This is an optimization exercise on Yosys and OpenROAD, whose aim is small area, not a production implementation.
The RTL was checked by simulation tests, not by an equivalence proof against the original design.
No activity file was given, so power comes from the tool's default toggle rates.

==> design/flow/design.v <==
`timescale 1ns / 1ps
module uart_top (
    input  wire iClk,
    input  wire iRst,
    input  wire iRx,
    output wire oTx
  );
  localparam P_CMD  = 3'd0;
  localparam P_A    = 3'd1;
  localparam P_B    = 3'd2;
  localparam P_WAIT = 3'd3;
  localparam P_TXF  = 3'd4;    
  localparam P_TX   = 3'd5;
  localparam P_TXL  = 3'd6;    
  reg  [511:0] rRing;
  reg  [5:0]   rS;        
  reg  [5:0]   rK;        
  reg  [2:0]   rPh;
  reg          rBusy;     
  reg  [3:0]   rC;        
  reg  [3:0]   rB;        
  reg  [7:0]   rD;
  reg          rX7;
  reg          rReady;    
  reg          rSub;
  reg          rCout;
  reg          rPend;     
  reg          rTx;
  wire [7:0] wHead  = rRing[7:0];
  wire       wHit   = (rS == rK);
  wire       wRxPh  = (rPh == P_CMD) | (rPh == P_A) | (rPh == P_B);
  wire       wTxPh  = rPh[2];
  wire       wWr    = rReady & wHit & ((rPh == P_A) | (rPh == P_B));
  wire       wWrA   = wWr & (rPh == P_A);
  wire       wWrB   = wWr & (rPh == P_B);
  wire       wInv   = wWrB & rSub;
  wire [7:0] wOpR   = wWrA ? 8'd0 : wHead;
  wire [7:0] wOpX   = (wWr ? rD : 8'd0) ^ {8{wInv}};
  wire       wCin   = rPend | (wInv & (rK == 6'd0));
  wire [8:0] wSum   = {1'b0, wOpR} + {1'b0, wOpX} + {8'd0, wCin};
  wire       wTop   = (rS == 6'd63);
  wire       wSample = rBusy & wRxPh & (((rB == 4'd1) & (rC == 4'd15)) |
                                        ((rB >= 4'd2) & (rB <= 4'd8) & (rC == 4'd0)));
  wire       wRxEnd  = rBusy & wRxPh & (rB == 4'd8) & (rC == 4'd15);
  wire       wBitEnd = (rC == 4'd15);
  wire       wLdWin  = (rB >= 4'd7) | ((rB == 4'd6) & wBitEnd) | ((rB == 4'd0) & ~wBitEnd);
  wire       wLoad   = wTxPh & wLdWin & wHit;
  wire       wFrEnd  = (rB == 4'd9) & wBitEnd;
  wire       wKDec   = ((rPh == P_TX) | (rPh == P_TXL)) & (rB == 4'd0) & wBitEnd;
  wire       wTxGo   = (rPh == P_WAIT) & ~rPend & rB[3] & rB[2];
  always @(posedge iClk) begin
    rRing <= {wSum[7:0], rRing[511:8]};
  end
  always @(posedge iClk) begin
    if (wSample) rD <= {iRx, rD[7:1]};
    else if (wLoad) rD[6:0] <= wHead[6:0];
    if (wKDec) rD[7] <= rX7;
    if (wLoad) rX7 <= wHead[7];
  end
  always @(posedge iClk) begin
    if (iRst) begin
      rS     <= 6'd0;
      rK     <= 6'd63;
      rPh    <= P_CMD;
      rBusy  <= 1'b0;
      rC     <= 4'd0;
      rB     <= 4'd0;
      rReady <= 1'b0;
      rSub   <= 1'b0;
      rCout  <= 1'b0;
      rPend  <= 1'b0;
      rTx    <= 1'b1;
    end else begin
      rS    <= rS + 6'd1;
      rPend <= wSum[8] & ~wTop;
      if (wSum[8] & wTop) rCout <= 1'b1;
      if (rBusy) begin
        rC <= rC + 4'd1;
        if (wBitEnd) rB <= rB + 4'd1;
      end
      if (wRxPh) begin
        if (!rBusy) begin
          if (!iRx) begin
            rBusy <= 1'b1;
            rC    <= 4'd1;
            rB    <= 4'd0;
          end
        end else if (wRxEnd) begin
          rBusy <= 1'b0;
        end
        if (wSample && rB == 4'd8) rReady <= 1'b1;
        if (rPh == P_CMD) begin
          if (rReady) begin
            rReady <= 1'b0;
            rSub   <= rD[0];
            rCout  <= 1'b0;
            rPh    <= P_A;
          end
        end else if (wWr) begin
          rReady <= 1'b0;
          rK     <= rK - 6'd1;
          if (rK == 6'd0) begin
            rPh <= (rPh == P_A) ? P_B : P_WAIT;
            if (rPh == P_B) rBusy <= 1'b1;
          end
        end
      end
      if (wTxGo) begin
        rPh   <= P_TXF;
        rBusy <= 1'b1;
        rC    <= 4'd0;
        rB    <= 4'd0;
      end
      if (wKDec) rK <= rK - 6'd1;
      if ((rPh == P_TXL) && (rB == 4'd9) && (rC == 4'd14)) begin
        rPh   <= P_CMD;
        rBusy <= 1'b0;
      end
      if (wTxPh && wFrEnd) begin
        rB <= 4'd0;
        if (rPh == P_TXF) begin
          rPh <= P_TX;
        end else if (rK == 6'd0) begin
          rPh <= P_TXL;
        end
      end
      if (wTxGo)
        rTx <= 1'b0;
      else if (wTxPh && wBitEnd) begin
        case (rB)
          4'd0:    rTx <= (rPh == P_TXF) ? (rCout & ~rSub) : rD[0];
          4'd1:    rTx <= (rPh == P_TXF) ? 1'b0 : rD[1];
          4'd2:    rTx <= (rPh == P_TXF) ? 1'b0 : rD[2];
          4'd3:    rTx <= (rPh == P_TXF) ? 1'b0 : rD[3];
          4'd4:    rTx <= (rPh == P_TXF) ? 1'b0 : rD[4];
          4'd5:    rTx <= (rPh == P_TXF) ? 1'b0 : rD[5];
          4'd6:    rTx <= (rPh == P_TXF) ? 1'b0 : rD[6];
          4'd7:    rTx <= (rPh == P_TXF) ? 1'b0 : rD[7];
          4'd8:    rTx <= 1'b1;
          default: rTx <= (rPh == P_TXL) ? 1'b1 : 1'b0;
        endcase
      end
    end
  end
  assign oTx = rTx;
endmodule
==> design/flow/run.sh <==
#!/bin/bash
# synth_recipe.tcl (not shown) runs the flow's synth.tcl, then flattens the netlist and writes it again
# the make line also repeats each setting of config.mk as NAME=value (left out here)
make -C /OpenROAD-flow-scripts/flow DESIGN_CONFIG=/design/flow/config.mk WORK_HOME=/design/flow/orfs CLKGATE_MAP_FILE= SYNTH_SCRIPT=/design/flow/synth_recipe.tcl finish
==> design/flow/config.mk <==
export PLATFORM = sky130hd
export DESIGN_NAME = uart_top
export DESIGN_NICKNAME = uart_top
export VERILOG_FILES = /design/flow/design.v
export SDC_FILE = /design/flow/constraint.sdc
export NUM_CORES = 4
export LEC_CHECK = 0
export CAP_MARGIN = 20
export CORE_MARGIN = 2
export CORE_UTILIZATION = 40
export SLEW_MARGIN = 20
==> design/flow/constraint.sdc <==
create_clock -name core_clock -period 8.0 [get_ports {iClk}]
set_input_delay 1.6000 -clock core_clock [delete_from_list [all_inputs] [get_ports {iClk}]]
set_output_delay 1.6000 -clock core_clock [all_outputs]
set_load 0.01 [all_outputs]
==> results of run 1 <==
-- worst reg2reg max path, stage by stage (launching register included) --
cell and delay, ns:
dfxtp_1 0.62, xor2_1 0.25, nand4_1 0.16, nor2_2 0.36
nand2_1 0.13, xor2_1 0.18, fa_1 0.44, fa_1 0.41
a21o_1 0.17, a21oi_1 0.25, o21bai_1 0.10, a21oi_1 0.18
xnor2_1 0.13
-- stage by stage --
step	setup WS, ns	std cells
final	4.564	1287
after global placement	4.645	1199
after CTS	4.567	1287
after floorplan	4.919	803
after detailed placement	4.556	1199
after global routing	4.162	1287
-- logic make-up (layout without fill, tap and decap cells) --
family,Yosys count,after routing
flops,550,550
buf+inv,21,103
compound gates,58,58
mux,10,10
fa+ha+maj,18,18
simple gates,116,116
xor+xnor,30,30
-- state kept, by name, indices dropped and copies added, names as in the netlist --
register and flops:
rD 8, rB 4, rPend 1, rCout 1, rBusy 1, rK 6, rRing 512, rS 6
rTx 1, rReady 1, rC 4, rX7 1, rSub 1, rPh 3
-- metal layers --
layer  global-route usage (%)  wire (um)  vias up
met5                        0          0        -
met4                    4.544        396        0
met3                    2.899        735       30
met2                    12.44       5751       85
met1                    14.04       8248     2476
li1                         -          -     2726
-- final timing paths --
kind	from	end	cells past startpoint	slack [ns]
max	rPh[1]	rRing[510]	12	4.56
min	rRing[475]	rRing[467]	0	0.31
max reg2reg	rPh[1]	rRing[510]	12	4.56
min reg2reg	rRing[475]	rRing[467]	0	0.31
-- power by group through the flow --
| stage | clock network, mW | registers, mW | logic (mW) |
|---|---|---|---|
| floorplan | 0 | 2.81 | 0.00976 |
| global placement | 0 | 2.81 | 0.0126 |
| detailed placement | 0 | 2.81 | 0.0127 |
| CTS | 2.43 | 2.75 | 0.0128 |
| global route | 2.54 | 2.75 | 0.0145 |
| finish | 2.35 | 2.75 | 0.0125 |
-- cell type report --
class / count / share of cell area, %
sequential: 550 / 73.97
multi-input combinational: 232 / 11.00
clock buffer: 64 / 9.288
tap: 402 / 3.352
clock inverter: 24 / 1.893
inverter: 12 / 0.3001
timing repair buffer: 3 / 0.2001
-- cell usage in the layout, fill, tap and decap left out, drive strengths merged, types with 2 or more instances in the layout --
master and n:
clkdlybuf4s50 3, bufinv 5, o21bai 3, clkbuf 64
mux2i 2, a31oi 4, a21oi 17, clkinvlp 3
o21a 2, clkinv 11, mux2 8, o21ai 13
fa 2, nor4 7, or2 2, nand2 22
nor3 6, nor2 25, a311oi 2, xor2 15
and3 6, ha 16, edfxtp 9, and2b 7
nand3 13, nor2b 5, a21o 4, xnor2 15
or4 3, dfxtp 541, nor3b 2, o31ai 3
nand2b 5, o311ai 2, inv 17, nand4 5
==> flow_metrics.py, run 1 <==
metrics = {
    "run_status": {
        "status": "timing/DRC/antenna clean",
    },
    "place": {
        "io_buffers": 3,
        "post-dp-hpwl_um": 8060,
        "place_congestion": 0.8090,
        "placed_area_mm2": 0.01333,
    },
    "yosys": {
        "ys.flop_type": "dfxtp_1",
        "yosysMostFrequentCell": "dfxtp_1",
        "seq_area_frac_synth_pct": 86.35,
        "synth_top_area_share_pct": 84.24,
        "synthTopCellsByArea": "dfxtp_1 (84%), edfxtp_1 (2.1%), ha_1 (1.6%)",
        "synth_compound_area_share_pct": 2.988,
        "synth_edf_count": 9,
        "yosys.area_share.simple_pct": 5.080,
        "synth_cell_types": 63,
        "ys_seq_elements": 550,
        "syn_avg_cell_area_um2": 16.01,
        "synth_fp_nets": 824,
        "synth_mux_area_share_pct": 0.8564,
        "synth_warnings": 1,
        "syn_area_mm2": 0.01286,
        "ys_async_sr_fraction_pct": 0,
        "synth_top_family_by_area": "simple AND/OR/NAND/NOR gates",
        "synth_cells": 803,
        "synth_top_cell_by_area": "dfxtp_1",
        "synth_xor_area_share_pct": 2.044,
        "synth-adder-area-share_pct": 1.869,
        "synth_common_cells": "dfxtp_1 (541), nor2_1 (24), nand2_1 (21)",
    },
    "clocking": {
        "cts_inserted_buffers": 49,
        "ctsResizeCount": 0,
        "postCtsHoldBufs": 0,
        "post_cts_buffers": 0,
        "cts.sinks": 550,
        "htreeDepth": 2,
        "clock_path_buffers": 3,
        "insertion_delay_ns": 0.55,
        "cts_root_buf": "clkbuf_16",
        "cts_tree": "yes",
        "clk_pin_slew_worst_paths_ns": 0.06,
    },
    "layout": {
        "antenna_cells": 0,
        "seq_area_mm2": 0.01110,
        "final_area_mm2": 0.01501,
        "final_nets": 869,
        "area_growth_pct": 16.73,
        "fillers": 2689,
        "final_util_pct": 47.44,
        "multi_input_area_mm2": 0.001650,
        "drive_above_1_share_pct": 10.96,
    },
    "sta": {
        "setup_viol": 0,
        "fin_crit_ns": 3.436,
        "max_freq_mhz": 291.0,
        "worst_slew_pin_slew_ns": 0.7006,
        "timing.final.crit_share_pct": 42.95,
        "relSlewSlack_pct": 52.98,
        "rsz0062_at_grt": "no",
        "skew_ns": 0.02447,
        "tns_ns": 0,
        "hold_violations": 0,
        "whs_ns": 0.3149,
        "drv_slew": 0,
    },
    "global_route": {
        "antenna_found_initial": 0,
        "grt_max_degree": 17,
        "globalRouteTotalUtil_pct": 9.480,
        "grt_pass1_wl_um": 25870,
        "grt_pass1_vias": 5215,
        "grt-ovfl-total": 0,
    },
    "setup_path": {
        "crit_path_end_kind": "flip-flop",
        "slowest_delay_ns": 0.62,
        "worstPathRequired_ns": 8.48,
        "cp_data_arrival_time_ns": 3.91,
        "crit_type": "flip-flop to flip-flop",
        "path_cells": "xor2_1 -> nand4_1 -> nor2_2 -> nand2_1 -> xor2_1 -> fa_1 -> fa_1 -> a21o_1 -> a21oi_1 -> o21bai_1 -> a21oi_1 -> xnor2_1",
        "path_delay_family": "adder cells",
        "critPathLaunchType": "flip-flop",
        "worst_path_max_delay_cell": "dfxtp_1",
        "path_buf_inv": 0,
        "path_max_fanout": 14,
    },
    "route": {
        "wl_per_cell_um": 11.76,
        "drcViolationCount": 0,
        "vias_per_cell": 4.131,
        "vias": 5317,
        "ant_nets": 0,
        "wirelength_um": 15130,
        "dr.first_iter.drc_count": 267,
        "drtPass1Iterations": 5,
    },
    "pwr": {
        "vdd_ir_drop_max_uv": 205.9,
        "p_clk_share_pct": 45.9,
        "swShare_pct": 18.79,
        "power_mw": 5.110,
        "powerDensity_mw_per_mm2": 340.5,
        "seq_power_share_pct": 53.8,
        "leakage_nw": 6.024,
        "p_sw_mw": 0.9603,
        "p_int_mw": 4.150,
        "power_frac_comb_pct": 0.2,
    },
    "die": {
        "rows": 65,
        "die_h_um": 183.3,
        "dieArea_mm2": 0.03359,
        "ios": 4,
        "dieWidth_um": 183.3,
        "initial_core_util_pct": 40.64,
        "fp.coreArea_mm2": 0.03164,
    },
    "worst_hold_path": {
        "hold_path_class": "flip-flop to flip-flop",
    },
    "job": {
        "cap_viol_max_count": 0,
    },
}
==> run 2: changes to the inputs <==
--- a/design/flow/config.mk
+++ b/design/flow/config.mk
@@ -7,2 +7,3 @@
 export LEC_CHECK = 0
+export ABC_AREA = 1
 export CAP_MARGIN = 20
@@ -10,2 +11,3 @@
 export CORE_UTILIZATION = 40
+export CTS_BUF_LIST = sky130_fd_sc_hd__clkbuf_4
 export SLEW_MARGIN = 20
==> flow_metrics.py, run 2 <==
metrics = {
    "yosys": {
        "yosys.area_share.simple_pct": 6.857,
        "synth_edf_count": 9,
        "synth_fp_nets": 936,
        "yosysMostFrequentCell": "dfxtp_1",
        "syn_avg_cell_area_um2": 14.26,
        "ys_async_sr_fraction_pct": 0,
        "ys.flop_type": "dfxtp_1",
        "synth-adder-area-share_pct": 1.841,
        "synth_compound_area_share_pct": 2.494,
        "synth_mux_area_share_pct": 0,
        "seq_area_frac_synth_pct": 85.09,
        "synth_common_cells": "dfxtp_1 (541), nand2_1 (81), inv_1 (62)",
        "synth_top_cell_by_area": "dfxtp_1",
        "synth_cell_types": 37,
        "synth_top_family_by_area": "simple AND/OR/NAND/NOR gates",
        "synthTopCellsByArea": "dfxtp_1 (83%), nand2_1 (2.3%), edfxtp_1 (2.1%)",
        "syn_area_mm2": 0.01305,
        "ys_seq_elements": 550,
        "synth_warnings": 1,
        "synth_cells": 915,
        "synth_top_area_share_pct": 83.02,
        "synth_xor_area_share_pct": 1.544,
    },
    "setup_path": {
        "path_buf_inv": 1,
        "regToRegEndpoint": "rRing[510]",
        "cp_data_arrival_time_ns": 1.67,
        "r2r_slack_ns": 4.82,
        "slowest_delay_ns": 0.57,
        "worst_path_max_delay_cell": "clkdlybuf4s50_1",
        "crit_path_end_kind": "output pin",
        "worstPathRequired_ns": 6.40,
        "crit_type": "flip-flop to output pin",
        "regToRegStartpoint": "rS[0]",
        "path_max_fanout": 2,
        "path_cells": "clkdlybuf4s50_1",
        "critPathLaunchType": "flip-flop",
        "path_delay_family": "buffers and inverters",
        "reg2reg_depth": 17,
    },
    "clocking": {
        "clock_path_buffers": 3,
        "htreeDepth": 4,
        "cts_inserted_buffers": 130,
        "ctsResizeCount": 0,
        "clk_pin_slew_worst_paths_ns": 0.06,
        "cts.sinks": 550,
        "insertion_delay_ns": 0.74,
        "post_cts_buffers": 0,
        "cts_tree": "yes",
        "postCtsHoldBufs": 0,
        "cts_root_buf": "clkbuf_4",
    },
    "place": {
        "place_congestion": 0.7913,
        "post-dp-hpwl_um": 8659,
        "io_buffers": 3,
        "placed_area_mm2": 0.01360,
    },
    "die": {
        "initial_core_util_pct": 40.41,
        "rows": 66,
        "ios": 4,
        "die_h_um": 184.6,
        "dieArea_mm2": 0.03408,
        "dieWidth_um": 184.6,
        "fp.coreArea_mm2": 0.03229,
    },
    "sta": {
        "hold_violations": 0,
        "worst_slew_pin_slew_ns": 1.051,
        "relSlewSlack_pct": 29.18,
        "rsz0062_at_grt": "no",
        "max_freq_mhz": 305.4,
        "tns_ns": 0,
        "fin_crit_ns": 3.274,
        "skew_ns": 0.03590,
        "timing.final.crit_share_pct": 40.93,
        "drv_slew": 0,
        "setup_viol": 0,
    },
    "route": {
        "drcViolationCount": 0,
        "drtPass1Iterations": 4,
        "ant_nets": 0,
        "wl_per_cell_um": 10.24,
        "wirelength_um": 16220,
        "dr.first_iter.drc_count": 220,
        "vias_per_cell": 3.901,
        "vias": 6179,
    },
    "layout": {
        "fillers": 2854,
        "largest_reg_flops": 512,
        "regMostFlops": "rRing",
        "layout_common_cells": "dfxtp_1 (541), clkbuf_4 (199), nand2_1 (81)",
        "final_nets": 1066,
        "drive_above_1_share_pct": 20.86,
        "area_growth_pct": 17.45,
        "largestRegisters": "rRing (512), rD (8)",
        "layout_commonest_cell": "dfxtp_1",
        "final_area_mm2": 0.01532,
    },
    "worst_hold_path": {
        "hold-path-endpoint": "rRing[31]",
        "hold_depth": 0,
        "hold_path_class": "flip-flop to flip-flop",
        "min_from": "rRing[39]",
    },
    "global_route": {
        "grt_pass1_vias": 6334,
        "grt_max_degree": 18,
        "grt_pass1_wl_um": 28480,
        "grt-ovfl-total": 0,
        "globalRouteTotalUtil_pct": 10.42,
        "antenna_found_initial": 1,
    },
    "run_status": {
        "status": "timing/DRC/antenna clean",
    },
    "pwr": {
        "powerDensity_mw_per_mm2": 326.3,
        "vdd_ir_drop_max_uv": 121.1,
        "leakage_nw": 6.406,
    },
    "job": {
        "cap_viol_max_count": 0,
    },
}
[run 2: cell families after synthesis]
kind of cell / count (synthesis)
DFF: 550
and+or+nand+nor: 193
buffers and inverters: 73
AOI/OAI and AO/OA: 58
xor gates and xnor gates: 23
adders and majority gates: 18
[run 2: how the worst max path moves through the flow]
stage,start,end,slack (ns),cells after the start
final,rTx,oTx,4.73,1
after global routing,rS[0],rRing[510],4.51,17
after CTS,rTx,oTx,4.62,1
after detailed placement,iRst,rReady,4.85,5
after global placement,iRst,rReady,4.94,5
after floorplan,rK[3],rRing[510],5.21,17
[run 2: through the flow]
step	hold WS (ns)	setup slack [ns]	power, mW	cells	utilization, %
floorplan	0.3096	5.209	2.822	915	-
global placement	0.3100	4.936	2.827	1355	42.12
detailed placement	0.3121	4.852	2.827	1355	42.12
CTS	0.2964	4.618	5.104	1583	47.45
global route	0.2972	4.507	5.260	1584	47.46
finish	0.2991	4.726	5.000	1584	47.46
[run 2: cell type report]
class                   instances  area (um^2)  area share, %
clock inverters                29        226.5          1.478
flip-flops and latches        550        11100          72.44
inverters                      68        255.2          1.666
multi-input cells             292         1662          10.84
clock buffers                 199         1494          9.749
diodes                          1        2.502        0.01633
well taps                     442        553.0          3.609
repair buffers                  3        30.03         0.1960
[run 2: power by group]
part | internal [mW] | total [mW] | switching [mW]
sequential | 2.75 | 2.75 | 0.00270
combinational | 0.00607 | 0.0163 | 0.0102
clock | 1.26 | 2.23 | 0.971
[run 2: worst register-to-register path, delay by kind of cell, from the launching register on]
family	cells	cell delay, ns
simple gates	12	1.43
buf+inv	1	0.10
compound gates	1	0.13
fa+ha+maj	2	0.90
xor+xnor	1	0.13
flops	1	0.41
[run 2: layer usage]
metal	global-route usage [%]	wire (um)
met5	0	0
met3	4.782	837
met4	6.400	380
met1	13.82	8576
met2	13.65	6424
==> run 3: changes to the inputs <==
--- a/design/flow/design.v
+++ b/design/flow/design.v
@@ -35,7 +35,5 @@
   wire       wWrB   = wWr & (rPh == P_B);
-  wire       wInv   = wWrB & rSub;
   wire [7:0] wOpR   = wWrA ? 8'd0 : wHead;
-  wire [7:0] wOpX   = (wWr ? rD : 8'd0) ^ {8{wInv}};
-  wire       wCin   = rPend | (wInv & (rK == 6'd0));
-  wire [8:0] wSum   = {1'b0, wOpR} + {1'b0, wOpX} + {8'd0, wCin};
+  wire [7:0] wOpX   = wWr ? rD : 8'd0;
+  wire [8:0] wSum   = {1'b0, wOpR} + {1'b0, wOpX} + {8'd0, rPend};
   wire       wTop   = (rS == 6'd63);
@@ -54,3 +52,3 @@
   always @(posedge iClk) begin
-    if (wSample) rD <= {iRx, rD[7:1]};
+    if (wSample) rD <= {iRx ^ (rSub & (rPh == P_A)), rD[7:1]};
     else if (wLoad) rD[6:0] <= wHead[6:0];
@@ -65,7 +63,3 @@
       rBusy  <= 1'b0;
-      rC     <= 4'd0;
-      rB     <= 4'd0;
       rReady <= 1'b0;
-      rSub   <= 1'b0;
-      rCout  <= 1'b0;
       rPend  <= 1'b0;
@@ -75,3 +69,3 @@
       rPend <= wSum[8] & ~wTop;
-      if (wSum[8] & wTop) rCout <= 1'b1;
+      if (wSum[8] & wTop & ~rSub) rCout <= 1'b1;
       if (rBusy) begin
@@ -130,10 +124,10 @@
         case (rB)
-          4'd0:    rTx <= (rPh == P_TXF) ? (rCout & ~rSub) : rD[0];
-          4'd1:    rTx <= (rPh == P_TXF) ? 1'b0 : rD[1];
-          4'd2:    rTx <= (rPh == P_TXF) ? 1'b0 : rD[2];
-          4'd3:    rTx <= (rPh == P_TXF) ? 1'b0 : rD[3];
-          4'd4:    rTx <= (rPh == P_TXF) ? 1'b0 : rD[4];
-          4'd5:    rTx <= (rPh == P_TXF) ? 1'b0 : rD[5];
-          4'd6:    rTx <= (rPh == P_TXF) ? 1'b0 : rD[6];
-          4'd7:    rTx <= (rPh == P_TXF) ? 1'b0 : rD[7];
+          4'd0:    rTx <= (rPh == P_TXF) ? rCout : rD[0] ^ rSub;
+          4'd1:    rTx <= (rPh == P_TXF) ? 1'b0 : rD[1] ^ rSub;
+          4'd2:    rTx <= (rPh == P_TXF) ? 1'b0 : rD[2] ^ rSub;
+          4'd3:    rTx <= (rPh == P_TXF) ? 1'b0 : rD[3] ^ rSub;
+          4'd4:    rTx <= (rPh == P_TXF) ? 1'b0 : rD[4] ^ rSub;
+          4'd5:    rTx <= (rPh == P_TXF) ? 1'b0 : rD[5] ^ rSub;
+          4'd6:    rTx <= (rPh == P_TXF) ? 1'b0 : rD[6] ^ rSub;
+          4'd7:    rTx <= (rPh == P_TXF) ? 1'b0 : rD[7] ^ rSub;
           4'd8:    rTx <= 1'b1;
--- a/design/flow/config.mk
+++ b/design/flow/config.mk
@@ -7,7 +7,8 @@
 export LEC_CHECK = 0
-export ABC_AREA = 1
 export CAP_MARGIN = 20
 export CORE_MARGIN = 2
-export CORE_UTILIZATION = 40
-export CTS_BUF_LIST = sky130_fd_sc_hd__clkbuf_4
+export CORE_UTILIZATION = 65
+export CTS_BUF_LIST = sky130_fd_sc_hd__clkbuf_8
+export CTS_CLUSTER_DIAMETER = 50
+export CTS_CLUSTER_SIZE = 16
 export SLEW_MARGIN = 20
==> flow_metrics.py, run 3 <==
metrics = {
    "place": {
        "post-dp-hpwl_um": 9150,
        "place_congestion": 0.7904,
        "io_buffers": 3,
        "placed_area_mm2": 0.01332,
    },
    "sta": {
        "rsz0062_at_grt": "no",
        "skew_ns": 0.02470,
        "timing.final.crit_share_pct": 45.20,
        "tns_ns": 0,
        "hold_violations": 0,
        "fin_crit_ns": 3.616,
        "worst_slew_pin_slew_ns": 0.9081,
        "setup_viol": 0,
        "relSlewSlack_pct": 39.13,
        "drv_slew": 0,
        "max_freq_mhz": 276.6,
    },
    "pwr": {
        "powerDensity_mw_per_mm2": 293.7,
        "leakage_nw": 5.549,
        "vdd_ir_drop_max_uv": 204.2,
    },
    "layout": {
        "multi_input_area_mm2": 0.001690,
        "final_nets": 887,
        "largestRegisters": "rRing (512), rD (8)",
        "layout_commonest_cell": "dfxtp_1",
        "drive_above_1_share_pct": 6.865,
        "regMostFlops": "rRing",
        "fillers": 1262,
        "antenna_cells": 0,
        "largest_reg_flops": 512,
        "final_util_pct": 71.67,
        "seq_area_mm2": 0.01120,
        "layout_common_cells": "dfxtp_1 (531), nor2_1 (46), clkbuf_8 (43)",
        "area_growth_pct": 7.528,
        "final_area_mm2": 0.01399,
    },
    "setup_path": {
        "worst_path_max_delay_cell": "nor3_2",
        "crit_path_end_kind": "flip-flop",
        "critPathLaunchType": "flip-flop",
        "worstPathRequired_ns": 8.44,
        "path_buf_inv": 0,
        "crit_type": "flip-flop to flip-flop",
        "slowest_delay_ns": 0.73,
        "path_max_fanout": 13,
        "path_cells": "xor2_1 -> nand3b_1 -> nor3_2 -> nand2_1 -> fa_1 -> fa_1 -> nor2b_1 -> o21ai_0 -> a21oi_1 -> o41ai_1 -> a311oi_1",
        "path_delay_family": "simple AND/OR/NAND/NOR gates",
        "cp_data_arrival_time_ns": 4.06,
        "cp_common_cell": "fa_1",
    },
    "global_route": {
        "globalRouteTotalUtil_pct": 15.53,
        "grt_pass1_wl_um": 26780,
        "grt_pass1_vias": 5470,
        "antenna_found_initial": 0,
        "grt_max_degree": 25,
        "grt-ovfl-total": 0,
    },
    "yosys": {
        "ys_async_sr_fraction_pct": 0,
        "synth_cell_types": 56,
        "syn_area_mm2": 0.01301,
        "ys_seq_elements": 550,
        "syn_avg_cell_area_um2": 15.66,
        "synth_cells": 831,
        "seq_area_frac_synth_pct": 86.06,
        "synth_fp_nets": 852,
        "ys.flop_type": "dfxtp_1",
        "synthTopCellsByArea": "dfxtp_1 (82%), edfxtp_1 (4.4%), ha_1 (1.5%)",
        "synth_common_cells": "dfxtp_1 (531), nor2_1 (46), nand2_1 (21)",
        "synth_warnings": 1,
        "yosysMostFrequentCell": "dfxtp_1",
        "synth_top_area_share_pct": 81.68,
        "synth_edf_count": 19,
        "synth_top_cell_by_area": "dfxtp_1",
    },
    "die": {
        "ios": 4,
        "fp.coreArea_mm2": 0.01953,
        "rows": 51,
        "initial_core_util_pct": 66.65,
        "die_h_um": 145.5,
        "dieArea_mm2": 0.02117,
        "dieWidth_um": 145.5,
    },
    "job": {
        "cap_viol_max_count": 0,
    },
    "clocking": {
        "cts_inserted_buffers": 41,
        "postCtsHoldBufs": 0,
        "ctsResizeCount": 0,
        "clk_pin_slew_worst_paths_ns": 0.10,
        "cts_tree": "yes",
        "insertion_delay_ns": 0.56,
        "clock_path_buffers": 3,
        "post_cts_buffers": 0,
        "htreeDepth": 2,
        "cts.sinks": 550,
        "cts_root_buf": "clkbuf_8",
    },
    "route": {
        "drcViolationCount": 0,
        "drtPass1Iterations": 4,
        "vias_per_cell": 4.759,
        "wirelength_um": 15670,
        "wl_per_cell_um": 13.76,
        "dr.first_iter.drc_count": 275,
        "vias": 5421,
        "ant_nets": 0,
    },
    "run_status": {
        "status": "timing/DRC/antenna clean",
    },
    "worst_hold_path": {
        "hold_path_class": "flip-flop to flip-flop",
    },
}
==> run 3: worst paths after layout <==
check / startpoint / to / slack [ns] / cells after the start
max: rPh[1] / rPend / 4.38 / 11
min: rRing[507] / rRing[499] / 0.31 / 0
max reg2reg: rPh[1] / rPend / 4.38 / 11
min reg2reg: rRing[507] / rRing[499] / 0.31 / 0
==> run 3: logic make-up after synthesis <==
group,synth area share (%)
AND/OR/NAND/NOR,5.941
XOR/XNOR,1.682
buffers and inverters,0.9517
flip-flops,86.06
adder cells (fa/ha/maj),1.846
AO/OA/AOI/OAI,2.375
multiplexers,1.144
==> run 3: power by group <==
group	leakage (nW)	switching [mW]	internal, mW
combinational	0.735	0.0238	0.0200
sequential	4.46	0.0154	2.76
clock	0.355	0.763	0.529
==> run 3: layout make-up <==
type,count,area share (%)
timing repair buffer,3,0.2146
clock inverter,8,0.5901
clock buffer,43,4.229
sequential,550,80.04
inverter,18,0.4828
tap,265,2.369
multi-input combinational,252,12.08
==> run 3: per-stage QoR <==
stage	worst slack, ns	std cells	hold WS, ns	power, mW
final	4.384	1139	0.3130	4.111
after global routing	4.093	1139	0.3081	4.268
after CTS	4.360	1139	0.3011	4.161
after detailed placement	3.877	1088	0.3121	2.883
after global placement	4.061	1088	0.3113	2.880
after floorplan	5.192	831	0.3096	2.870
==> run 3: routing by layer <==
| layer | track usage [%] | vias to the layer above | share of wire, % |
|---|---|---|---|
| li1 | - | 2759 | - |
| met2 | 22.37 | 93 | 41 |
| met1 | 22.73 | 2531 | 52 |
| met5 | 0 | - | 0 |
| met3 | 3.699 | 38 | 3.7 |
| met4 | 6.716 | 0 | 2.9 |
==> run 4: changes to the inputs <==
--- a/design/flow/config.mk
+++ b/design/flow/config.mk
@@ -10,5 +10,5 @@
 export CORE_UTILIZATION = 65
-export CTS_BUF_LIST = sky130_fd_sc_hd__clkbuf_8
-export CTS_CLUSTER_DIAMETER = 50
-export CTS_CLUSTER_SIZE = 16
+export CTS_BUF_LIST = sky130_fd_sc_hd__clkbuf_4 sky130_fd_sc_hd__clkbuf_8
+export CTS_CLUSTER_DIAMETER = 30
+export CTS_CLUSTER_SIZE = 10
 export SLEW_MARGIN = 20
==> flow_metrics.py, run 4 <==
metrics = {
    "yosys": {
        "synth_xor_area_share_pct": 1.682,
        "synth_mux_area_share_pct": 1.144,
        "yosysMostFrequentCell": "dfxtp_1",
        "synth_top_cell_by_area": "dfxtp_1",
        "seq_area_frac_synth_pct": 86.06,
        "syn_area_mm2": 0.01301,
        "ys_seq_elements": 550,
        "synth_top_area_share_pct": 81.68,
        "synth_common_cells": "dfxtp_1 (531), nor2_1 (46), nand2_1 (21)",
        "synth_cells": 831,
        "synth_compound_area_share_pct": 2.375,
        "synth-adder-area-share_pct": 1.846,
        "ys.flop_type": "dfxtp_1",
        "syn_avg_cell_area_um2": 15.66,
        "yosys.area_share.simple_pct": 5.941,
        "synth_top_family_by_area": "simple AND/OR/NAND/NOR gates",
        "synth_warnings": 1,
        "ys_async_sr_fraction_pct": 0,
        "synth_fp_nets": 852,
        "synth_cell_types": 56,
        "synth_edf_count": 19,
        "synthTopCellsByArea": "dfxtp_1 (82%), edfxtp_1 (4.4%), ha_1 (1.5%)",
    },
    "sta": {
        "drv_slew": 0,
        "setup_viol": 0,
        "tns_ns": 0,
        "skew_ns": 0.02872,
        "worst_slew_pin_slew_ns": 0.9135,
        "max_freq_mhz": 277.9,
        "relSlewSlack_pct": 38.77,
        "rsz0062_at_grt": "no",
        "fin_crit_ns": 3.598,
        "hold_violations": 0,
        "setup_slack_ns": 4.402,
        "timing.final.crit_share_pct": 44.98,
    },
    "layout": {
        "final_nets": 919,
        "drive_above_1_share_pct": 12.41,
        "final_util_pct": 75.17,
        "antenna_cells": 0,
        "largestRegisters": "rRing (512), rD (8)",
        "regMostFlops": "rRing",
        "area_growth_pct": 12.78,
        "largest_reg_flops": 512,
        "layout_commonest_cell": "dfxtp_1",
        "layout_common_cells": "dfxtp_1 (531), clkbuf_8 (79), nor2_1 (46)",
        "fillers": 1138,
    },
    "run_status": {
        "status": "timing/DRC/antenna clean",
    },
    "setup_path": {
        "startpoint": "rPh[0]",
        "worstPathRequired_ns": 8.46,
        "critPathLaunchType": "flip-flop",
        "crit_path_end_kind": "flip-flop",
        "crit_type": "flip-flop to flip-flop",
        "cp_data_arrival_time_ns": 4.05,
        "regToRegStartpoint": "rPh[0]",
        "critical_path.endpoint": "rPend",
        "regToRegEndpoint": "rPend",
        "path_max_fanout": 13,
        "reg2reg_depth": 11,
        "r2r_slack_ns": 4.40,
    },
    "die": {
        "rows": 51,
        "die_h_um": 145.5,
        "ios": 4,
        "dieArea_mm2": 0.02117,
        "dieWidth_um": 145.5,
        "initial_core_util_pct": 66.65,
        "fp.coreArea_mm2": 0.01953,
    },
    "route": {
        "ant_nets": 0,
        "wl_per_cell_um": 14.36,
        "vias_per_cell": 4.721,
        "dr.first_iter.drc_count": 316,
        "wirelength_um": 17120,
        "vias": 5628,
        "drtPass1Iterations": 4,
        "drcViolationCount": 0,
    },
    "clocking": {
        "insertion_delay_ns": 0.57,
        "post_cts_buffers": 0,
        "clk_pin_slew_worst_paths_ns": 0.07,
        "cts_inserted_buffers": 73,
        "cts_tree": "yes",
        "clock_path_buffers": 3,
        "cts_root_buf": "clkbuf_8",
        "ctsResizeCount": 0,
        "cts.sinks": 550,
        "htreeDepth": 3,
        "postCtsHoldBufs": 0,
    },
    "place": {
        "post-place-ws_ns": 3.877,
        "place_congestion": 0.7904,
        "post-dp-hpwl_um": 9150,
        "io_buffers": 3,
    },
    "global_route": {
        "grt_pass1_wl_um": 29680,
        "grt-ovfl-total": 0,
        "globalRouteTotalUtil_pct": 17.36,
        "grt_max_degree": 25,
        "antenna_found_initial": 0,
        "grt_pass1_vias": 6073,
    },
    "worst_hold_path": {
        "hold_path_class": "flip-flop to flip-flop",
    },
    "pwr": {
        "leakage_nw": 5.879,
        "powerDensity_mw_per_mm2": 326.2,
        "vdd_ir_drop_max_uv": 250.0,
    },
    "job": {
        "cap_viol_max_count": 0,
    },
}
[run 4: through the flow]
stage	cell area, um^2	std cells	total power [mW]	hold slack [ns]
2_1_floorplan	13020	831	2.870	0.3096
3_3_place_gp	13320	1088	2.880	0.3113
3_5_place_dp	13320	1088	2.883	0.3121
4_1_cts	14680	1192	4.850	0.3121
5_1_grt	14680	1192	4.971	0.3202
6_report	14680	1192	4.787	0.3106
[run 4: where the power goes]
group	switching [mW]	internal (mW)
clock network	0.923	1.04
registers	0.0155	2.76
logic	0.0239	0.0201
[run 4: final cells by class]
cell class                      instances  area (um^2)  share of cell area (%)
Multi-Input combinational cell        252         1690                   11.52
Timing Repair Buffer                    3        30.03                  0.2046
Tap cell                              265        331.6                   2.259
Inverter                               18        67.56                  0.4603
Clock inverter                         18        217.7                   1.483
Sequential cell                       550        11200                   76.31
Clock buffer                           86         1140                   7.766
[run 4: logic make-up (layout without fill, tap and decap cells)]
group | after synthesis | in the layout
DFF | 550 | 550
and+or+nand+nor | 150 | 150
AOI/OAI and AO/OA | 45 | 45
buffers and inverters | 29 | 125
xor gates and xnor gates | 25 | 25
adders and majority gates | 18 | 18
muxes | 14 | 14
[run 4: how the worst min path moves through the flow]
| stage | startpoint | end | slack, ns | depth (start not counted) |
|---|---|---|---|---|
| 6_report | rRing[22] | rRing[14] | 0.31 | 0 |
| 5_1_grt | rRing[90] | rRing[82] | 0.32 | 0 |
| 4_1_cts | rRing[22] | rRing[14] | 0.31 | 0 |
| 3_5_place_dp | rRing[8] | rRing[0] | 0.31 | 0 |
| 3_3_place_gp | rRing[57] | rRing[49] | 0.31 | 0 |
| 2_1_floorplan | rRing[8] | rRing[0] | 0.31 | 0 |
[run 4: critical path, stage by stage (launching register included)]
cell      delay, ns
dfxtp_1        0.54
xor2_1         0.22
nand3b_1       0.19
nor3_2         0.73
nand2_1        0.16
fa_1           0.43
fa_1           0.41
nor2b_1        0.12
o21ai_0        0.11
a21oi_1        0.21
o41ai_1        0.11
a311oi_1       0.24
[run 4: routing by layer]
layer	share of wire (%)	up-vias	track usage, %
met2	45	104	26.26
met4	1.9	0	7.598
met3	4.0	31	4.451
li1	-	2836	-
met5	0	-	0
met1	49	2657	24.04
==> run 5: changes to the inputs <==
==> design/flow/flow/run.sh (new file) <==
#!/bin/bash
# Standard layout, with clock tree synthesis told to use clkbuf_8 sink
# buffers in larger clusters and to add no dummy loads.
set -euo pipefail
export CTS_ARGS="-sink_clustering_enable -repair_clock_nets -dont_use_dummy_load -buf_list sky130_fd_sc_hd__clkbuf_8 -sink_clustering_size 20 -sink_clustering_max_diameter 60"
bash standard.sh > standard.log 2>&1
==> design/flow/standard.sh (new file) <==
#!/bin/bash
# synth_recipe.tcl (not shown) runs the flow's synth.tcl, then flattens the netlist and writes it again
# the make line also repeats each setting of config.mk as NAME=value (left out here)
make -C /OpenROAD-flow-scripts/flow DESIGN_CONFIG=/design/flow/config.mk WORK_HOME=/design/flow/orfs CLKGATE_MAP_FILE= SYNTH_SCRIPT=/design/flow/synth_recipe.tcl "${@:-finish}"
--- a/design/flow/config.mk
+++ b/design/flow/config.mk
@@ -10,5 +10,2 @@
 export CORE_UTILIZATION = 65
-export CTS_BUF_LIST = sky130_fd_sc_hd__clkbuf_4 sky130_fd_sc_hd__clkbuf_8
-export CTS_CLUSTER_DIAMETER = 30
-export CTS_CLUSTER_SIZE = 10
 export SLEW_MARGIN = 20
removed: design/flow/run.sh
==> flow_metrics.py, run 5 <==
metrics = {
    "run_status": {
        "status": "timing/DRC/antenna clean",
    },
    "layout": {
        "final_nets": 880,
        "antenna_cells": 0,
        "regMostFlops": "rRing",
        "layout_commonest_cell": "dfxtp_1",
        "drive_above_1_share_pct": 5.251,
        "layout_common_cells": "dfxtp_1 (531), nor2_1 (46), clkbuf_8 (34)",
        "final_util_pct": 70.61,
        "largest_reg_flops": 512,
        "largestRegisters": "rRing (512), rD (8)",
        "area_growth_pct": 5.941,
    },
    "clocking": {
        "htreeDepth": 2,
        "cts_inserted_buffers": 34,
        "clock_path_buffers": 3,
        "cts_tree": "yes",
        "postCtsHoldBufs": 0,
        "ctsResizeCount": 0,
        "insertion_delay_ns": 0.56,
        "cts.sinks": 550,
        "cts_root_buf": "clkbuf_8",
        "post_cts_buffers": 0,
        "clk_pin_slew_worst_paths_ns": 0.11,
    },
    "sta": {
        "fin_crit_ns": 3.605,
        "skew_ns": 0.07890,
        "relSlewSlack_pct": 39.05,
        "tns_ns": 0,
        "rsz0062_at_grt": "no",
        "hold_violations": 0,
        "timing.final.crit_share_pct": 45.06,
        "setup_viol": 0,
        "max_freq_mhz": 277.4,
        "drv_slew": 0,
        "worst_slew_pin_slew_ns": 0.9093,
    },
    "die": {
        "initial_core_util_pct": 66.65,
        "rows": 51,
        "dieWidth_um": 145.5,
        "dieArea_mm2": 0.02117,
        "ios": 4,
        "die_h_um": 145.5,
        "fp.coreArea_mm2": 0.01953,
    },
    "setup_path": {
        "startpoint": "iRst",
        "r2r_slack_ns": 4.47,
        "critical_path.endpoint": "rK[5]",
        "critPathLaunchType": "input port",
        "worstPathRequired_ns": 8.40,
        "crit_path_end_kind": "flip-flop",
        "regToRegEndpoint": "rPend",
        "regToRegStartpoint": "rS[4]",
        "path_max_fanout": 24,
        "cp_data_arrival_time_ns": 4.01,
        "reg2reg_depth": 11,
        "crit_type": "input port to flip-flop",
    },
    "route": {
        "vias": 5379,
        "wl_per_cell_um": 13.94,
        "wirelength_um": 15640,
        "drcViolationCount": 0,
        "drtPass1Iterations": 5,
        "vias_per_cell": 4.794,
        "dr.first_iter.drc_count": 247,
        "ant_nets": 0,
    },
    "yosys": {
        "synth_fp_nets": 852,
        "synth_edf_count": 19,
        "synth_top_family_by_area": "simple AND/OR/NAND/NOR gates",
        "yosysMostFrequentCell": "dfxtp_1",
        "synth_compound_area_share_pct": 2.375,
        "synth_cells": 831,
        "synthTopCellsByArea": "dfxtp_1 (82%), edfxtp_1 (4.4%), ha_1 (1.5%)",
        "synth_warnings": 1,
        "synth_top_area_share_pct": 81.68,
        "ys_async_sr_fraction_pct": 0,
        "synth_xor_area_share_pct": 1.682,
        "yosys.area_share.simple_pct": 5.941,
        "ys.flop_type": "dfxtp_1",
        "synth_top_cell_by_area": "dfxtp_1",
        "syn_area_mm2": 0.01301,
        "synth_mux_area_share_pct": 1.144,
        "ys_seq_elements": 550,
        "syn_avg_cell_area_um2": 15.66,
        "synth_common_cells": "dfxtp_1 (531), nor2_1 (46), nand2_1 (21)",
        "synth-adder-area-share_pct": 1.846,
        "seq_area_frac_synth_pct": 86.06,
        "synth_cell_types": 56,
    },
    "place": {
        "place_congestion": 0.7904,
        "io_buffers": 3,
        "post-dp-hpwl_um": 9150,
    },
    "pwr": {
        "powerDensity_mw_per_mm2": 284.3,
        "p_sw_mw": 0.7520,
        "seq_power_share_pct": 70.8,
        "vdd_ir_drop_max_uv": 232.7,
        "swShare_pct": 19.18,
        "leakage_nw": 5.439,
        "p_clk_share_pct": 28.0,
        "power_frac_comb_pct": 1.1,
        "p_int_mw": 3.168,
    },
    "global_route": {
        "grt-ovfl-total": 0,
        "globalRouteTotalUtil_pct": 15.44,
        "grt_pass1_vias": 5399,
        "grt_pass1_wl_um": 26570,
        "antenna_found_initial": 0,
        "grt_max_degree": 25,
    },
    "job": {
        "cap_viol_max_count": 0,
    },
    "worst_hold_path": {
        "hold_depth": 0,
        "hold_path_class": "flip-flop to flip-flop",
        "min_from": "rRing[55]",
    },
}
==> run 5: cell counts after synthesis <==
No cell type changed its count.
==> run 5: kinds of logic after synthesis <==
| kind of cell | Yosys count |
|---|---|
| xor gates and xnor gates | 25 |
| adders and majority gates | 18 |
| buffers and inverters | 29 |
| AOI/OAI and AO/OA | 45 |
| muxes | 14 |
| DFF | 550 |
| and+or+nand+nor | 150 |
==> run 5: worst max-delay path, cell delays in order <==
cell             delay [ns]
clkdlybuf4s50_1        1.03
clkinv_1               0.72
nand4_1                0.33
mux2i_1                0.11
nor3_1                 0.21
==> run 5: layout make-up <==
cell class / instances / area [um^2]
repair buffers: 3 / 30.03
flip-flops and latches: 550 / 11200
well taps: 265 / 331.6
clock buffers: 34 / 467.9
fillers: 1266 / 5738
inverters: 18 / 67.56
multi-input cells: 252 / 1690
==> run 5: power by group through the flow <==
| stage | Sequential [mW] | Clock (mW) | Combinational, mW |
|---|---|---|---|
| finish | 2.78 | 1.10 | 0.0438 |
| floorplan | 2.83 | 0 | 0.0369 |
| global route | 2.78 | 1.24 | 0.0493 |
| global placement | 2.84 | 0 | 0.0411 |
| CTS | 2.78 | 1.15 | 0.0438 |
| detailed placement | 2.84 | 0 | 0.0435 |
==> run 5: worst min-delay path by stage <==
stage               slack (ns)        end
floorplan                 0.31   rRing[0]
global placement          0.31  rRing[49]
detailed placement        0.31   rRing[0]
CTS                       0.31  rRing[47]
global route              0.30  rRing[47]
finish                    0.30  rRing[47]
==> run 5: per-layer routing <==
metal | track usage, % | part of all wire [%] | routed length [um] | vias up
li1 | - | - | - | 2726
met1 | 22.77 | 51 | 7994 | 2508
met2 | 22.49 | 42 | 6509 | 108
met3 | 3.699 | 4.9 | 762 | 37
met4 | 5.735 | 2.4 | 377 | 0
met5 | 0 | 0 | 0 | -
==> run 5: through the flow <==
step           std cells  hold slack [ns]  setup WS [ns]  area [um^2]  power [mW]
2_1_floorplan        831           0.3096          5.192        13020       2.870
3_3_place_gp        1088           0.3113          4.061        13320       2.880
3_5_place_dp        1088           0.3121          3.877        13320       2.883
4_1_cts             1122           0.3067          4.394        13790       3.966
5_1_grt             1122           0.3032          4.164        13790       4.069
6_report            1122           0.3041          4.395        13790       3.920
==> run 6: changes to the inputs <==
==> design/flow/flow/run.sh (replaced) <==
#!/bin/bash
# Layout flow: the standard flow (standard.sh) with two changes.
#  1. After the standard synthesis, the combinational logic is mapped again
#     for area (flow/remap.tcl with flow/area.abc). Flip-flop instances keep
#     their names and cell types.
#  2. Clock tree synthesis builds the tree from clkbuf_8 cells in clusters of
#     at most 20 sinks and adds no dummy loads.
# Each tool's output goes to a log file in the work folder.
set -euo pipefail
WORK=$(pwd)
RES=$WORK/orfs/results/$FLOW_PLATFORM/uart_top/base

bash standard.sh synth > standard_synth.log 2>&1

cp $RES/1_2_yosys.v $WORK/1_2_yosys_standard.v
export REMAP_IN=$WORK/1_2_yosys_standard.v
export REMAP_OUT=$WORK/1_2_yosys_remap.v
export REMAP_ABC=$WORK/flow/area.abc
export LIB_FILE=$FLOW_HOME/platforms/$FLOW_PLATFORM/lib/sky130_fd_sc_hd__tt_025C_1v80.lib
export DONT_USE_CELLS="$(sed -n '/^export DONT_USE_CELLS/,/^$/p' $FLOW_HOME/platforms/$FLOW_PLATFORM/config.mk | grep -o 'sky130_fd_sc_hd__[a-z0-9_]*' | tr '\n' ' ')"
yosys -c $WORK/flow/remap.tcl > remap.log 2>&1
cp $REMAP_OUT $RES/1_2_yosys.v
touch $RES/1_2_yosys.v

export CTS_ARGS="-sink_clustering_enable -repair_clock_nets -dont_use_dummy_load -buf_list sky130_fd_sc_hd__clkbuf_4 -sink_clustering_size 10 -sink_clustering_max_diameter 40"
bash standard.sh > standard.log 2>&1
==> design/flow/flow/area.abc (new file) <==
strash
dc2
dch -f
amap
topo
==> design/flow/flow/remap.tcl (new file) <==
# Re-map the combinational logic of a synthesized netlist for area; flip-flop
# instances (names and cell types) are kept as they are.
# env: REMAP_IN REMAP_OUT LIB_FILE REMAP_ABC DONT_USE_CELLS
set lib $::env(LIB_FILE)
set du {}
foreach c $::env(DONT_USE_CELLS) { lappend du -dont_use $c }
yosys read_verilog -defer $::env(REMAP_IN)
yosys read_liberty -ignore_miss_func -overwrite $lib
yosys hierarchy -top uart_top
# keep every sequential cell as an opaque instance
yosys blackbox {*}[regexp -all -inline {sky130_fd_sc_hd__\w*df\w*} [exec grep -o {sky130_fd_sc_hd__[a-z0-9_]*df[a-z0-9_]*} $::env(REMAP_IN)]]
yosys flatten
yosys opt -purge
yosys abc -script $::env(REMAP_ABC) -liberty $lib {*}$du
yosys opt_clean -purge
yosys hilomap -singleton -hicell sky130_fd_sc_hd__conb_1 HI -locell sky130_fd_sc_hd__conb_1 LO
yosys splitnets
yosys opt_clean -purge
yosys insbuf -buf sky130_fd_sc_hd__buf_4 A X
yosys tee -o $::env(REMAP_OUT).stat stat -liberty $lib
yosys write_verilog -noattr -nohex -nodec $::env(REMAP_OUT)
==> flow_metrics.py, run 6 <==
metrics = {
    "sta": {
        "timing.final.crit_share_pct": 61.48,
        "tns_ns": 0,
        "max_freq_mhz": 203.3,
        "hold_violations": 0,
        "setup_slack_ns": 3.082,
        "worst_slew_pin_slew_ns": 0.7889,
        "whs_ns": 0.2902,
        "rsz0062_at_grt": "no",
        "setup_viol": 0,
        "skew_ns": 0.04868,
        "drv_slew": 0,
        "fin_crit_ns": 4.918,
        "relSlewSlack_pct": 47.12,
    },
    "global_route": {
        "grt_pass1_vias": 5765,
        "grt_max_degree": 17,
        "globalRouteTotalUtil_pct": 18.47,
        "grt-ovfl-total": 0,
        "antenna_found_initial": 1,
        "grt_pass1_wl_um": 29000,
    },
    "layout": {
        "largestRegisters": "rRing (512), rD (8)",
        "final_nets": 884,
        "layout_commonest_cell": "dfxtp_1",
        "area_growth_pct": 6.743,
        "largest_reg_flops": 512,
        "fillers": 1162,
        "drive_above_1_share_pct": 7.850,
        "final_area_mm2": 0.01331,
        "seq_area_mm2": 0.01120,
        "layout_common_cells": "dfxtp_1 (531), clkbuf_4 (67), nor2_1 (66)",
        "multi_input_area_mm2": 0.001097,
        "final_util_pct": 70.92,
        "regMostFlops": "rRing",
    },
    "pwr": {
        "powerDensity_mw_per_mm2": 295.4,
        "vdd_ir_drop_max_uv": 201.9,
        "leakage_nw": 5.178,
    },
    "place": {
        "post-dp-hpwl_um": 10280,
        "post-place-ws_ns": 3.237,
        "placed_area_mm2": 0.01280,
        "io_buffers": 3,
        "place_congestion": 0.7798,
    },
    "setup_path": {
        "path_cells": "clkinv_1 -> a222oi_1 -> o21ai_0 -> nor3_1 -> o211ai_1 -> nor3_1 -> clkinv_1 -> nor4_1 -> nor2_1 -> a21o_1 -> o22ai_1 -> o21ai_0 -> and2_0 -> o311a_1 -> nor2_1 -> clkinv_1 -> a31oi_1 -> nor2_1",
        "path_max_fanout": 11,
        "crit_path_end_kind": "flip-flop",
        "slowest_delay_ns": 0.56,
        "critPathLaunchType": "flip-flop",
        "cp_data_arrival_time_ns": 5.32,
        "worst_path_max_delay_cell": "nor3_1",
        "crit_type": "flip-flop to flip-flop",
        "worstPathRequired_ns": 8.40,
    },
    "yosys": {
        "synth_cells": 808,
        "syn_area_mm2": 0.01247,
        "synth_fp_nets": 811,
        "syn_avg_cell_area_um2": 15.43,
        "synth_warnings": 1,
    },
    "route": {
        "wl_per_cell_um": 15.46,
        "dr.first_iter.drc_count": 302,
        "ant_nets": 0,
        "drcViolationCount": 0,
        "vias": 5446,
        "vias_per_cell": 4.889,
        "wirelength_um": 17230,
        "drtPass1Iterations": 5,
    },
    "die": {
        "initial_core_util_pct": 66.44,
        "die_h_um": 142.5,
        "ios": 4,
        "dieArea_mm2": 0.02031,
        "rows": 50,
        "fp.coreArea_mm2": 0.01877,
        "dieWidth_um": 142.5,
    },
    "clocking": {
        "cts_inserted_buffers": 67,
        "ctsResizeCount": 0,
        "cts.sinks": 550,
        "clk_pin_slew_worst_paths_ns": 0.10,
        "cts_root_buf": "clkbuf_4",
        "clock_path_buffers": 3,
        "htreeDepth": 3,
        "cts_tree": "yes",
        "post_cts_buffers": 0,
        "insertion_delay_ns": 0.66,
        "postCtsHoldBufs": 0,
    },
    "worst_hold_path": {
        "hold_path_class": "flip-flop to flip-flop",
    },
    "job": {
        "cap_viol_max_count": 0,
    },
    "run_status": {
        "status": "timing/DRC/antenna clean",
    },
}
-- run 6: cell type report --
| type | instances | area share (%) |
|---|---|---|
| Timing Repair Buffer | 4 | 0.2820 |
| Inverter | 47 | 1.325 |
| Tap cell | 234 | 2.200 |
| Clock buffer | 67 | 3.779 |
| Multi-Input combinational cell | 211 | 8.244 |
| Antenna cell | 1 | 0.01880 |
| Sequential cell | 550 | 84.15 |
-- run 6: metrics by stage --
step	instances	power, mW
floorplan	808	2.842
finish	1114	3.932
detailed placement	1046	2.853
global placement	1046	2.852
global route	1114	4.087
CTS	1113	3.980
-- run 6: power by group --
group          internal [mW]  leakage (nW)  switching (mW)
Clock                  0.389         0.308           0.754
Sequential              2.76          4.47         0.00646
Combinational        0.00900         0.396          0.0174
Total                   3.15          5.18           0.778
-- run 6: worst max-delay path: cells and delay by family (launching register included) --
kind | cells | cell delay [ns]
buf+inv | 3 | 0.64
flops | 1 | 0.38
compound gates | 8 | 1.89
simple gates | 7 | 1.77
-- run 6: path summary, 6_finish.rpt --
path | start | to | slack, ns | cells past startpoint
hold / removal | rRing[8] | rRing[0] | 0.29 | 0
setup / recovery | rS[0] | rCout | 3.08 | 18
setup reg to reg | rS[0] | rCout | 3.08 | 18
hold reg to reg | rRing[8] | rRing[0] | 0.29 | 0
-- run 6: layer usage --
layer / GRT usage (%) / vias to the layer above / routed length, um
li1: - / 2761 / -
met1: 25.81 / 2529 / 8454
met2: 27.40 / 116 / 7614
met3: 5.148 / 40 / 762
met4: 7.973 / 0 / 395
met5: 0 / - / 0
==> run 7: changes to the inputs <==
--- a/design/flow/flow/run.sh
+++ b/design/flow/flow/run.sh
@@ -24,3 +24,3 @@
 
-export CTS_ARGS="-sink_clustering_enable -repair_clock_nets -dont_use_dummy_load -buf_list sky130_fd_sc_hd__clkbuf_4 -sink_clustering_size 10 -sink_clustering_max_diameter 40"
+export CTS_ARGS="-sink_clustering_enable -repair_clock_nets -dont_use_dummy_load -buf_list sky130_fd_sc_hd__clkbuf_8 -sink_clustering_size 20 -sink_clustering_max_diameter 60"
 bash standard.sh > standard.log 2>&1
==> flow_metrics.py, run 7 <==
metrics = {
    "worst_hold_path": {
        "hold_depth": 0,
        "min_from": "rRing[511]",
        "hold_path_class": "flip-flop to flip-flop",
    },
    "clocking": {
        "cts_inserted_buffers": 34,
        "htreeDepth": 2,
        "clock_path_buffers": 3,
        "cts_root_buf": "clkbuf_8",
        "clk_pin_slew_worst_paths_ns": 0.11,
        "cts.sinks": 550,
        "insertion_delay_ns": 0.54,
        "postCtsHoldBufs": 0,
        "cts_tree": "yes",
        "ctsResizeCount": 0,
        "post_cts_buffers": 0,
    },
    "setup_path": {
        "regToRegStartpoint": "rS[0]",
        "worstPathRequired_ns": 8.26,
        "cp_data_arrival_time_ns": 5.16,
        "startpoint": "rS[0]",
        "path_cells": "clkinv_1 -> a222oi_1 -> o21ai_0 -> nor3_1 -> o211ai_1 -> nor3_1 -> clkinv_1 -> nor4_1 -> nor2_1 -> a21o_1 -> o22ai_1 -> o21ai_0 -> and2_0 -> o311a_1 -> nor2_1 -> clkinv_1 -> a31oi_1 -> nor2_1",
        "slowest_delay_ns": 0.55,
        "worst_path_max_delay_cell": "nor3_1",
        "path_delay_family": "compound AO/OA/AOI/OAI gates",
        "crit_path_end_kind": "flip-flop",
        "path_buf_inv": 3,
        "crit_cells": 18,
        "critPathLaunchType": "flip-flop",
        "crit_type": "flip-flop to flip-flop",
        "path_max_fanout": 11,
        "reg2reg_depth": 18,
    },
    "layout": {
        "final_area_mm2": 0.01327,
        "drive_above_1_share_pct": 4.255,
        "fillers": 1123,
        "multi_input_area_mm2": 0.001097,
        "antenna_cells": 0,
        "seq_area_mm2": 0.01120,
        "area_growth_pct": 6.442,
        "layout_commonest_cell": "dfxtp_1",
        "layout_common_cells": "dfxtp_1 (531), nor2_1 (66), clkinv_1 (47)",
        "largest_reg_flops": 512,
        "final_nets": 851,
        "largestRegisters": "rRing (512), rD (8)",
        "regMostFlops": "rRing",
    },
    "job": {
        "cap_viol_max_count": 0,
    },
    "pwr": {
        "vdd_ir_drop_max_uv": 218.4,
        "p_sw_mw": 0.7360,
        "p_clk_share_pct": 28.3,
        "swShare_pct": 18.93,
        "power_frac_comb_pct": 0.7,
        "p_int_mw": 3.153,
        "leakage_nw": 5.115,
        "seq_power_share_pct": 71.1,
        "powerDensity_mw_per_mm2": 293.0,
    },
    "die": {
        "dieWidth_um": 142.5,
        "fp.coreArea_mm2": 0.01877,
        "ios": 4,
        "rows": 50,
        "initial_core_util_pct": 66.44,
        "die_h_um": 142.5,
        "dieArea_mm2": 0.02031,
    },
    "yosys": {
        "synth_fp_nets": 811,
        "syn_area_mm2": 0.01247,
        "syn_avg_cell_area_um2": 15.43,
        "synth_cells": 808,
        "synth_warnings": 1,
    },
    "route": {
        "vias": 5285,
        "wl_per_cell_um": 15.36,
        "drcViolationCount": 0,
        "drtPass1Iterations": 6,
        "dr.first_iter.drc_count": 313,
        "wirelength_um": 16590,
        "ant_nets": 0,
        "vias_per_cell": 4.894,
    },
    "global_route": {
        "grt_pass1_vias": 5404,
        "globalRouteTotalUtil_pct": 17.52,
        "antenna_found_initial": 0,
        "grt_max_degree": 21,
        "grt_pass1_wl_um": 27700,
        "grt-ovfl-total": 0,
    },
    "run_status": {
        "status": "timing/DRC/antenna clean",
    },
    "place": {
        "io_buffers": 3,
        "post-place-ws_ns": 3.237,
        "placed_area_mm2": 0.01280,
        "place_congestion": 0.7798,
        "post-dp-hpwl_um": 10280,
    },
    "sta": {
        "timing.final.crit_share_pct": 61.26,
        "relSlewSlack_pct": 47.53,
        "tns_ns": 0,
        "drv_slew": 0,
        "skew_ns": 0.04745,
        "rsz0062_at_grt": "no",
        "setup_viol": 0,
        "max_freq_mhz": 204.0,
        "setup_slack_ns": 3.099,
        "fin_crit_ns": 4.901,
        "worst_slew_pin_slew_ns": 0.7828,
        "hold_violations": 0,
    },
}
-- run 7: layout make-up --
class	count	area share (%)
clock buffer	34	3.526
multi-input combinational	211	8.267
timing repair buffer	4	0.2828
inverter	47	1.329
sequential	550	84.39
tap	234	2.206
-- run 7: metal layers --
metal	up-vias	track usage, %	share of wire (%)
met1	2487	25.28	50
met5	-	0	0
li1	2682	-	-
met3	39	3.869	4.0
met2	77	26.70	44
met4	0	5.836	2.4
-- run 7: final timing paths --
kind / slack, ns / endpoint
worst max-delay path: 3.10 / rCout
worst min register to register: 0.31 / rRing[503]
worst min-delay path: 0.31 / rRing[503]
worst max register to register: 3.10 / rCout
-- run 7: through the flow --
step	hold slack [ns]	util [%]	cells	total power [mW]
floorplan	0.3096	-	808	2.842
global placement	0.3105	68.20	1046	2.852
detailed placement	0.3121	68.23	1046	2.853
CTS	0.3074	70.72	1080	3.930
global route	0.3225	70.72	1080	4.023
finish	0.3079	70.72	1080	3.889
-- run 7: power groups by stage --
stage               clock, mW  combinational, mW  sequential [mW]
global route             1.23             0.0299             2.77
CTS                      1.14             0.0264             2.76
finish                   1.10             0.0265             2.76
floorplan                   0             0.0178             2.82
global placement            0             0.0254             2.83
detailed placement          0             0.0261             2.83

-- port drivers added, routing unchanged --
No port has a modelled driver above. Below, the same layouts with a new extraction and two added sets of constraints. Step 1, drivers: a clkbuf_16 drives iClk and a buf_2 each remaining input, both assumed. Step 2 also shifts input and output timing later by t, the mid clock arrival at the registers, as if the neighbouring blocks saw the same clock. a / b / c = no drivers / after step 1 / after step 2; a / b = the first two.
run | shift t [ns] | slack for setup (ns) | worst setup path at the end | clock arrival spread, ns | cell pins on the clock port's net
run 1 | 0.585 | 4.564 / 4.564 / 4.564 | register to register | 0.025 / 0.024 | 1
run 2 | 0.760 | 4.726 / 4.686 / 4.816 | register to register | 0.050 / 0.050 | 1
run 3 | 0.587 | 4.384 / 4.384 / 3.870 | input to register | 0.025 / 0.025 | 1
run 4 | 0.599 | 4.402 / 4.401 / 3.827 | input to register | 0.029 / 0.030 | 1
run 5 | 0.556 | 4.395 / 4.410 / 3.854 | input to register | 0.079 / 0.079 | 1
run 6 | 0.675 | 3.082 / 3.082 / 3.082 | register to register | 0.057 / 0.056 | 1
run 7 | 0.558 | 3.099 / 3.099 / 3.099 | register to register | 0.048 / 0.048 | 1
After both steps setup and hold are still met in every run listed. The setup slack of run 4, which loses most, moves by -0.001 ns with the drivers and by -0.575 ns with both steps.
